Source: an optimization exercise on an open RTL-to-GDS flow (aim: small area). Production flows keep margins and buffers that such runs may drop.
In this exercise RTL edits were held to simulation tests only and were not proved equivalent to the original.
No driver is modelled on the clock port, so clocking that relies on it looks cheaper here than on a real chip.
No activity file was given, so power comes from the tool's default toggle rates.

==> flow/config.mk <==
export PLATFORM = sky130hd
export DESIGN_NAME = exercise2
export DESIGN_NICKNAME = exercise2
export VERILOG_FILES = /design/flow/design.v
export SDC_FILE = /design/flow/constraint.sdc
export NUM_CORES = 4
export LEC_CHECK = 0
export CAP_MARGIN = 20
export CORE_MARGIN = 2
export CORE_UTILIZATION = 60
export GPL_TIMING_DRIVEN = 0
export SLEW_MARGIN = 20
==> flow/constraint.sdc <==
create_clock -name core_clock -period 5.0 [get_ports {CLOCK_50_I}]
set_input_delay 1.0000 -clock core_clock [delete_from_list [all_inputs] [get_ports {CLOCK_50_I}]]
set_output_delay 1.0000 -clock core_clock [all_outputs]
set_load 0.01 [all_outputs]
==> flow/design.v <==
`timescale 1ns/100ps
`default_nettype none
module convert_hex_to_seven_segment (
	input logic [3:0] hex_value,
	output logic [6:0] converted_value
);
always_comb begin
	case(hex_value)
		4'h1: converted_value = 7'b1111001;
		4'h2: converted_value = 7'b0100100;
		4'h3: converted_value = 7'b0110000;
		4'h4: converted_value = 7'b0011001;
		4'h5: converted_value = 7'b0010010;
		4'h6: converted_value = 7'b0000010;
		4'h7: converted_value = 7'b1111000;
		4'h8: converted_value = 7'b0000000;
		4'h9: converted_value = 7'b0011000;
		4'ha: converted_value = 7'b0001000;
		4'hb: converted_value = 7'b0000011;
		4'hc: converted_value = 7'b1000110;
		4'hd: converted_value = 7'b0100001;
		4'he: converted_value = 7'b0000110;
		4'hf: converted_value = 7'b0001110;
		4'h0: converted_value = 7'b1000000;
	endcase
end
endmodule
`timescale 1ns/100ps
`default_nettype none
module exercise2 (
		input logic CLOCK_50_I,
		input logic[3:0] PUSH_BUTTON_I,
		input logic[17:0] SWITCH_I,
		output logic[13:0] SEVEN_SEGMENT_N_O,
		output logic[8:0] LED_GREEN_O
);
localparam logic [15:0] LO_F = 16'd40290;    
localparam logic [5:0]  LO_RESET = 6'd34;
localparam logic [15:0] HI_F = 16'd14790;    
localparam logic [6:0]  HI_RESET = 7'd33;
logic resetn;
logic [5:0] lo;
logic [6:0] hi;
logic [3:0] deb [3:0];
logic [3:0] led_green;
logic [3:0] units;
logic [2:0] tens;
logic stop_count, direction;
logic sample_tick, event_slot, count_tick;
logic [3:0] press;
logic at59, at00, at_limit;
assign resetn = ~SWITCH_I[17];
assign sample_tick = (lo & 6'b101011) == 6'b000000;
assign event_slot  = (lo & 6'b101110) == 6'b000000;
assign count_tick  = ((lo & 6'b111010) == 6'b000000) && ((hi & 7'b1111010) == 7'b0110000);
always_ff @ (posedge CLOCK_50_I or negedge resetn) begin
	if (resetn == 1'b0) begin
		lo <= LO_RESET;
		hi <= HI_RESET;
	end else begin
		lo <= {lo[4:0], LO_F[{lo[5], lo[3], lo[1], lo[0]}]};
		if (sample_tick)
			hi <= {hi[5:0], HI_F[{hi[6], hi[4], hi[1], hi[0]}]};
	end
end
genvar gi;
generate
for (gi = 0; gi < 4; gi = gi + 1) begin : g_deb
	logic [3:0] q, n;
	logic s;
	assign q = deb[gi];
	assign s = ~PUSH_BUTTON_I[gi];
	assign n[0] = s | (q[3] & q[2] & ~(q[1] & q[0]));
	assign n[1] = s | q[0];
	assign n[2] = s | q[1];
	assign n[3] = q[2] | (s & (q[3] | q[1]));
	always_ff @ (posedge CLOCK_50_I or negedge resetn) begin
		if (resetn == 1'b0)
			deb[gi] <= 4'b0000;
		else if (sample_tick)
			deb[gi] <= n;
	end
	assign press[gi] = event_slot && (q[0] & ~q[3]);    
end
endgenerate
assign at59 = tens_is_last && units_is_last;
assign at00 = tens_is_first && units_is_first;
assign at_limit = (at59 && !direction) || (at00 && direction);
always_ff @ (posedge CLOCK_50_I or negedge resetn) begin
	if (resetn == 1'b0) begin
		led_green <= 4'h0;
		stop_count <= 1'b0;
		direction <= 1'b0;
	end else begin
		led_green <= led_green ^ press;
		if (press[0])
			stop_count <= ~stop_count;
		else if (at_limit)
			stop_count <= 1'b1;
		if (press[0] && at_limit)
			direction <= ~direction;
		if (!(at59 || at00)) begin
			if (press[2])
				direction <= 1'b1;
			else if (press[1])
				direction <= 1'b0;
		end
	end
end
logic [3:0] units_next;
logic [2:0] tens_next;
logic units_wrap, tens_wrap, units_is_first, units_is_last, tens_is_first, tens_is_last;
logic [6:0] units_seg, tens_seg;
assign units_next[0] = (~units[0]);
assign units_next[1] = (units[0] & units[1] & direction) | (~units[0] & units[1] & ~direction) | (~units[0] & ~units[1] & ~units[2] & direction) | (units[0] & ~units[1] & ~units[3] & ~direction);
assign units_next[2] = (~units[0] & units[2] & ~direction) | (units[0] & units[2] & direction) | (units[0] & ~units[1] & ~units[2] & ~direction) | (~units[0] & units[3] & direction) | (~units[0] & units[1] & ~units[2] & direction);
assign units_next[3] = (~units[0] & units[3] & ~direction) | (units[0] & units[3] & direction) | (~units[0] & ~units[1] & units[2] & direction) | (units[0] & units[1] & units[2] & ~direction);
assign units_wrap = (units[0] & units[3] & ~direction) | (~units[0] & ~units[1] & units[2] & direction);
assign units_seg[0] = (units[0] & ~units[1] & units[2]) | (~units[0] & ~units[1] & ~units[2] & ~units[3]);
assign units_seg[1] = (~units[0] & units[1] & units[2]) | (units[0] & ~units[1] & ~units[2] & ~units[3]);
assign units_seg[2] = (~units[0] & units[1] & ~units[2]);
assign units_seg[3] = (units[0] & units[2]) | (units[0] & units[3]) | (~units[0] & ~units[1] & ~units[2] & ~units[3]);
assign units_seg[4] = (units[0]) | (~units[1] & ~units[2] & ~units[3]);
assign units_seg[5] = (units[1] & ~units[2]) | (units[0] & units[2]);
assign units_seg[6] = (~units[1] & units[2]) | (units[0] & units[2]);
assign units_is_first = (~units[0] & ~units[1] & units[2]);
assign units_is_last = (units[0] & units[3]);
assign tens_next[0] = (~tens[0]);
assign tens_next[1] = (tens[2] & direction) | (~tens[1] & ~tens[2] & ~direction);
assign tens_next[2] = (tens[1] & ~direction) | (~tens[1] & ~tens[2] & direction);
assign tens_wrap = (~tens[0] & tens[1] & direction) | (tens[0] & ~tens[1] & ~tens[2] & ~direction);
assign tens_seg[0] = (tens[2]);
assign tens_seg[1] = (tens[0] & ~tens[1] & ~tens[2]);
assign tens_seg[2] = (~tens[0] & ~tens[1] & ~tens[2]);
assign tens_seg[3] = (tens[2]);
assign tens_seg[4] = (tens[0]) | (tens[2]);
assign tens_seg[5] = (tens[0] & tens[2]) | (tens[0] & tens[1]) | (~tens[0] & ~tens[1] & ~tens[2]);
assign tens_seg[6] = (~tens[0] & tens[1]) | (tens[0] & tens[2]);
assign tens_is_first = (~tens[0] & tens[1]);
assign tens_is_last = (tens[0] & ~tens[1] & ~tens[2]);
always_ff @ (posedge CLOCK_50_I or negedge resetn) begin
	if (resetn == 1'b0) begin
		units <= 4'd4;    
		tens <= 3'd2;     
	end else if (count_tick && !stop_count) begin
		units <= units_next;
		if (units_wrap)
			tens <= tens_next;
	end
end
assign SEVEN_SEGMENT_N_O[6:0]  = units_seg;
assign SEVEN_SEGMENT_N_O[13:7] = tens_seg;
assign LED_GREEN_O = {1'b0,
						~PUSH_BUTTON_I[3], led_green[3],
						~PUSH_BUTTON_I[2], led_green[2],
						~PUSH_BUTTON_I[1], led_green[1],
						~PUSH_BUTTON_I[0], led_green[0]};
endmodule
==> flow/flow/run.sh <==
#!/bin/bash
# Own layout flow: the standard ORFS flow (standard.sh) with changes that
# only affect how the layout is built, not what it is measured against:
#  * synthesis is the standard one (synth_recipe.tcl: same registers, names and
#    flip-flop cells), except that adders are not pre-mapped to ha/fa cells
#    and ABC maps the combinational logic with an area script (flow/area.abc);
#  * port buffers are sky130_fd_sc_hd__buf_1, and buffers from synthesis are
#    removed at floorplan (REMOVE_ABC_BUFFERS);
#  * the clock: if flow/clkbufs.txt exists ("K cell"), just before CTS the
#    clock sinks are split by position into K groups, each driven by its own
#    clock buffer at the group's centroid (flow/clkbufs.tcl), and TritonCTS
#    then has nothing left to do; otherwise CTS runs with flow/cts_args.txt.
# Each tool's full output is kept in the ORFS logs and in flow_make.log.
set -euo pipefail
W=$(pwd)
F=$W/flow
cp standard.sh flow_standard_copy.log
sed -e "s|^source \$::env(SCRIPTS_DIR)/synth_preamble.tcl|&\nset abc_args [lreplace \$abc_args 1 1 $F/area.abc]|" \
    "$FLOW_HOME/scripts/synth.tcl" > "$W/own_synth_core.tcl"
sed -e "s|\$::env(SCRIPTS_DIR)/synth.tcl|$W/own_synth_core.tcl|" synth_recipe.tcl > "$W/own_synth.tcl"
grep -q "area.abc" "$W/own_synth_core.tcl"
grep -q "own_synth_core" "$W/own_synth.tcl"
export OWN_FLOW_DIR=$F
export BUFFER_PORTS_ARGS="-buffer_cell sky130_fd_sc_hd__buf_1"
# drop the buffers synthesis put between ports at floorplan, as the
# timing-driven placement would otherwise do
export REMOVE_ABC_BUFFERS=1
if [[ -f $F/clkbufs.txt ]]; then
  export PRE_CTS_TCL=$F/clkbufs.tcl
  export CTS_ARGS="-sink_clustering_enable -repair_clock_nets -dont_use_dummy_load"
else
  export CTS_ARGS="$(cat $F/cts_args.txt)"
fi
bash standard.sh SYNTH_SCRIPT="$W/own_synth.tcl" ADDER_MAP_FILE= finish > "$W/flow_make.log" 2>&1
test -f out/final.def
==> flow/flow/area.abc <==
strash
&get -n
&deepsyn -I 4 -J 50
&put
&get -n
&dch -f
&nf -a -R 1000
&put
topo
==> flow/flow/clkbufs.tcl <==
# Split the clock sinks into K groups by position and drive each group from
# its own clock buffer placed at the group's centroid; the clock port then
# feeds only these K buffers.
proc own_clock_buffers {K cell} {
  set block [ord::get_db_block]
  set dbu [$block getDbUnitsPerMicron]
  set sinks {}
  foreach pin [get_pins -of_objects [get_nets CLOCK_50_I]] {
    if {[get_property $pin direction] != "input"} { continue }
    set inst [[sta::sta_to_db_pin $pin] getInst]
    set b [$inst getBBox]
    lappend sinks [list [expr {([$b xMin] + [$b xMax]) / 2}] [expr {([$b yMin] + [$b yMax]) / 2}] $pin]
  }
  set n [llength $sinks]
  set xs [lsort -integer [lmap s $sinks {lindex $s 0}]]
  set ys [lsort -integer [lmap s $sinks {lindex $s 1}]]
  set axis [expr {([lindex $xs end] - [lindex $xs 0]) >= ([lindex $ys end] - [lindex $ys 0]) ? 0 : 1}]
  set sinks [lsort -integer -index $axis $sinks]
  for {set k 0} {$k < $K} {incr k} {
    set first [expr {$k * $n / $K}]
    set last [expr {($k + 1) * $n / $K - 1}]
    set grp [lrange $sinks $first $last]
    set sx 0; set sy 0; set pins {}
    foreach s $grp { incr sx [lindex $s 0]; incr sy [lindex $s 1]; lappend pins [lindex $s 2] }
    set cx [expr {double($sx) / [llength $grp] / $dbu}]
    set cy [expr {double($sy) / [llength $grp] / $dbu}]
    insert_buffer -buffer_cell $cell -net CLOCK_50_I -load_pins $pins \
      -location [list $cx $cy] -buffer_name clkbuf_own_$k -net_name clknet_own_$k
  }
}

# K and the buffer cell come from flow/clkbufs.txt
set own_clk_cfg [split [string trim [read [open $::env(OWN_FLOW_DIR)/clkbufs.txt]]]]
own_clock_buffers [lindex $own_clk_cfg 0] [lindex $own_clk_cfg 1]
==> flow/flow/clkbufs.txt <==
4 sky130_fd_sc_hd__clkbuf_4
==> flow/flow/cts_args.txt <==
-sink_clustering_enable -repair_clock_nets -dont_use_dummy_load -root_buf sky130_fd_sc_hd__clkbuf_4 -buf_list sky130_fd_sc_hd__clkbuf_4
==> flow/standard.sh <==
#!/bin/bash
# synth_recipe.tcl (not shown) runs the flow's synth.tcl, then flattens the netlist and writes it again
# the make line also repeats each setting of config.mk as NAME=value (left out here)
make -C /OpenROAD-flow-scripts/flow DESIGN_CONFIG=/design/flow/config.mk WORK_HOME=/design/flow/orfs CLKGATE_MAP_FILE= SYNTH_SCRIPT=/design/flow/synth_recipe.tcl "${@:-finish}"
==> results.cfg <==
[final_layout]
antenna_cells = 0
final_cell_count_no_fill = 230
layout.cells.most_common = sky130_fd_sc_hd__dfrtp_1
regArea_um2 = 1060
final_layout_size_suffix_gt1_share_pct = 7.61
area_delta_synth_final_pct = 7.76
nets = 222
multiInputGateArea_um2 = 716
num-fill-cells = 249
post-route-util_pct = 66.5
layout.cells.most_common_list = sky130_fd_sc_hd__dfrtp_1 (36), sky130_fd_sc_hd__buf_1 (27), sky130_fd_sc_hd__nand2_1 (21)

[worst_setup_path]
worst_ep_arrival_time_ps = 1590
worst-r2r-setup-slack_ps = 2990
timing_worst_setup_path_type = flip-flop to output port
r2r-end = direction$_DFF_PP0_
worstSetupStartpointType = flip-flop
required_ps = 4000
timing.reg2reg.worst_path_depth = 7
crit_fanout = 7
worstReg2RegStart = lo[3]$_DFF_PP0_
cp-end-kind = output port

[power_and_ir_drop]
design_power_total_uw = 597
p_leak_uw = 0.000830
internal_power_uw = 444
ir_drop_mv = 0.169
pwr_density_cell_nw_per_um2 = 299
combinationalPowerShare_pct = 13.0
seq_power_share_pct = 66.8
clkPwrFrac_pct = 20.3
power.switching_uw = 153
p_sw_share_pct = 25.6

[placement]
numPlacedInstances = 226
placer_congestion_estimate = 0.822
hpwlAfterDp_um = 2220
numPortBuffers = 27

[floorplan]
die_width_um = 59.6
row_count = 20
core-area_um2 = 3000
die_y_um = 59.6
io_pins = 46
area_enclosed_by_the_die_boundary_um2 = 3550
initial_utilization_pct = 61.7

[yosys]
synth.avg_cell_area_um2 = 10.8
number_of_warnings_printed_during_yosys_synthesis = 2
post_synth_instance_area_um2 = 1850
netlist_top_cells_area = sky130_fd_sc_hd__dfrtp_1 (49%), sky130_fd_sc_hd__dfstp_2 (8.5%), sky130_fd_sc_hd__o22a_1 (6.6%)
ys_types = 27
synth.ff_latch_count = 42
synth_top_area_share_pct = 48.6
synthDominantAreaCellType = sky130_fd_sc_hd__dfrtp_1
seq_area_frac_synth_pct = 57.1
synthCells = 171

[routing]
first_pass_iters = 4
post_drt_via_cell_ratio = 5.60
routed_wl_um = 3090
detailedRoute.firstIterationViolations = 59
routed_wl_per_cell_um = 13.4
route.vias.total = 1287
ant_nets = 0
drcViolationCount = 0

[sta]
finalCriticalPeriod_ps = 2590
timing_hold_violations_final = 0
final.hold.worst_slack_ps = 393
finalSetupViolCount = 0
fin_skew_ps = 5.46
timing_worst_slew_pin_value_ps = 710
max_slew_margin_pct = 52.2
post-route-period-util_pct = 51.7
setup_total_negative_slack_ps = 0
drv_slew = 0
max_freq_ghz = 0.387
unrepaired_setup_endpoints_after_global_routing = no

[clock_tree]
cts_hold_buf = 0
cts-resized-gates = 0
clk_latency_ps = 170
post-cts-setup-buffers = 0
cts.reportedPaths.clkPinSlew_ps = 110

[worst_hold_path]
min_path_cells = 0
worst_hold_startpoint = lo[4]$_DFF_PP0_
hold_end = lo[5]$_DFF_PP1_
holdCritPathClass = flip-flop to flip-flop

[global_route]
met1_track_usage_gr_pct = 26.1
grt_pass1_wl_um = 5190
top_usage_layer = met2
grt_util_met2_pct = 32.2
grt_antenna_before_repair = 0
final_global_route_overflow_total = 0
grt_use_total_pct = 18.3
met3_use_gr_pct = 1.31
grt_max_degree = 43
number_of_global_route_vias_before_repair = 1192

[job]
max-cap-violations = 0

[outcome]
run_status = timing/DRC/antenna clean
==> cell families after synthesis <==
logic type / count (synthesis) / share of synthesized area (%)
DFF: 42 / 57.1
and+or+nand+nor: 51 / 12.6
muxes: 7 / 4.25
xor gates and xnor gates: 10 / 4.72
other: 1 / 0.202
AOI/OAI and AO/OA: 45 / 16.5
buffers and inverters: 15 / 4.66
==> metrics by stage <==
stage,area [µm²],worst slack [ps]
6_report,2000,2410
3_5_place_dp,1970,2630
4_1_cts,2000,2630
3_3_place_gp,1940,629
5_1_grt,2000,2220
2_1_floorplan,1790,1570
==> final cells by class, clock buffers not listed <==
| class | instances | area share, % |
|---|---|---|
| tap | 33 | 2.07 |
| multi-input combinational | 114 | 35.8 |
| timing repair buffer | 30 | 6.26 |
| sequential | 42 | 53.0 |
| inverter | 7 | 1.38 |
==> worst max-delay path by stage <==
stage                     slack, ps            startpoint               endpoint
final                          2410  units[0]$_DFFE_PP0P_   SEVEN_SEGMENT_N_O[0]
after global routing           2220  units[0]$_DFFE_PP0P_   SEVEN_SEGMENT_N_O[0]
after CTS                      2630  units[0]$_DFFE_PP0P_   SEVEN_SEGMENT_N_O[0]
after detailed placement       2630  units[0]$_DFFE_PP0P_   SEVEN_SEGMENT_N_O[0]
after global placement          630       lo[3]$_DFF_PP0_  deb[0][3]$_DFFE_PP0N_
after floorplan                1570       lo[3]$_DFF_PP0_  deb[0][3]$_DFFE_PP0N_
==> power by group through the flow <==
stage | combinational (µW) | sequential [µW] | clock, µW
2_1_floorplan | 46.8 | 408 | 0
3_3_place_gp | 75.1 | 404 | 0
3_5_place_dp | 77.8 | 405 | 0
4_1_cts | 78.9 | 405 | 89.1
5_1_grt | 88.9 | 403 | 139
6_report | 77.3 | 399 | 121
==> layer usage <==
layer	wire length (µm)	part of all wire, %	vias up
li1	-	-	648
met1	1490	48	607
met2	1490	48	32
met3	117	3.8	0
met4	0	0	0
met5	0	0	-
==> cell usage after synthesis, drive strengths merged <==
cell type / count
nor4b: 1
nor3: 4
conb: 1
clkinv: 7
mux2: 7
nor4: 3
or2: 1
o21ai: 8
nand2: 21
a21o: 2
nor2b: 1
o21a: 3
nand3b: 3
xor2: 4
buf: 8
nand4: 1
dfstp: 6
xnor2: 6
and2: 2
a22o: 2
dfrtp: 36
o22a: 14
a21oi: 12
o31a: 1
nor2: 14
o31ai: 1
a31oi: 2
==> flip-flops by register name, indices dropped and copies added (netlist names) <==
register and count:
deb 16, tens 3, units 4, stop_count 1, lo 6, direction 1
led_green 4, hi 7
==> worst max-delay path: stages (launching register included) <==
cell and delay (ps):
sky130_fd_sc_hd__dfrtp_1 510, sky130_fd_sc_hd__clkinv_1 230, sky130_fd_sc_hd__nand2_1 120, sky130_fd_sc_hd__nor2_1 50
sky130_fd_sc_hd__a21oi_1 130, sky130_fd_sc_hd__nand2_1 90, sky130_fd_sc_hd__nor3_1 130, sky130_fd_sc_hd__buf_1 170

re-timing with driven ports:
The flow's constraints put no driver on any port. The routed layout listed below was extracted and timed again, unchanged, in two steps.
Step 1 sets driving cells, clkbuf_16 on the clock port and buf_2 on the other inputs (assumed; they add their load-dependent delay and slew).
Step 2, shift: input delay + t, output delay - t, t = (earliest + latest rising clock arrival at the registers) / 2. This alone moves slack from input paths to output paths.
a / b / c = ideal / step 1 / step 2; a / b = the first two.
t, ns: 0.199
setup slack, ns: 2.414 / 2.379 / 2.578
worst setup path after step 2: register to output
latest minus earliest clock arrival (ns): 0.006 / 0.006
After both steps setup and hold are still met in this run. The setup slack of this run moves by -0.035 ns with the drivers and by +0.164 ns with both steps.
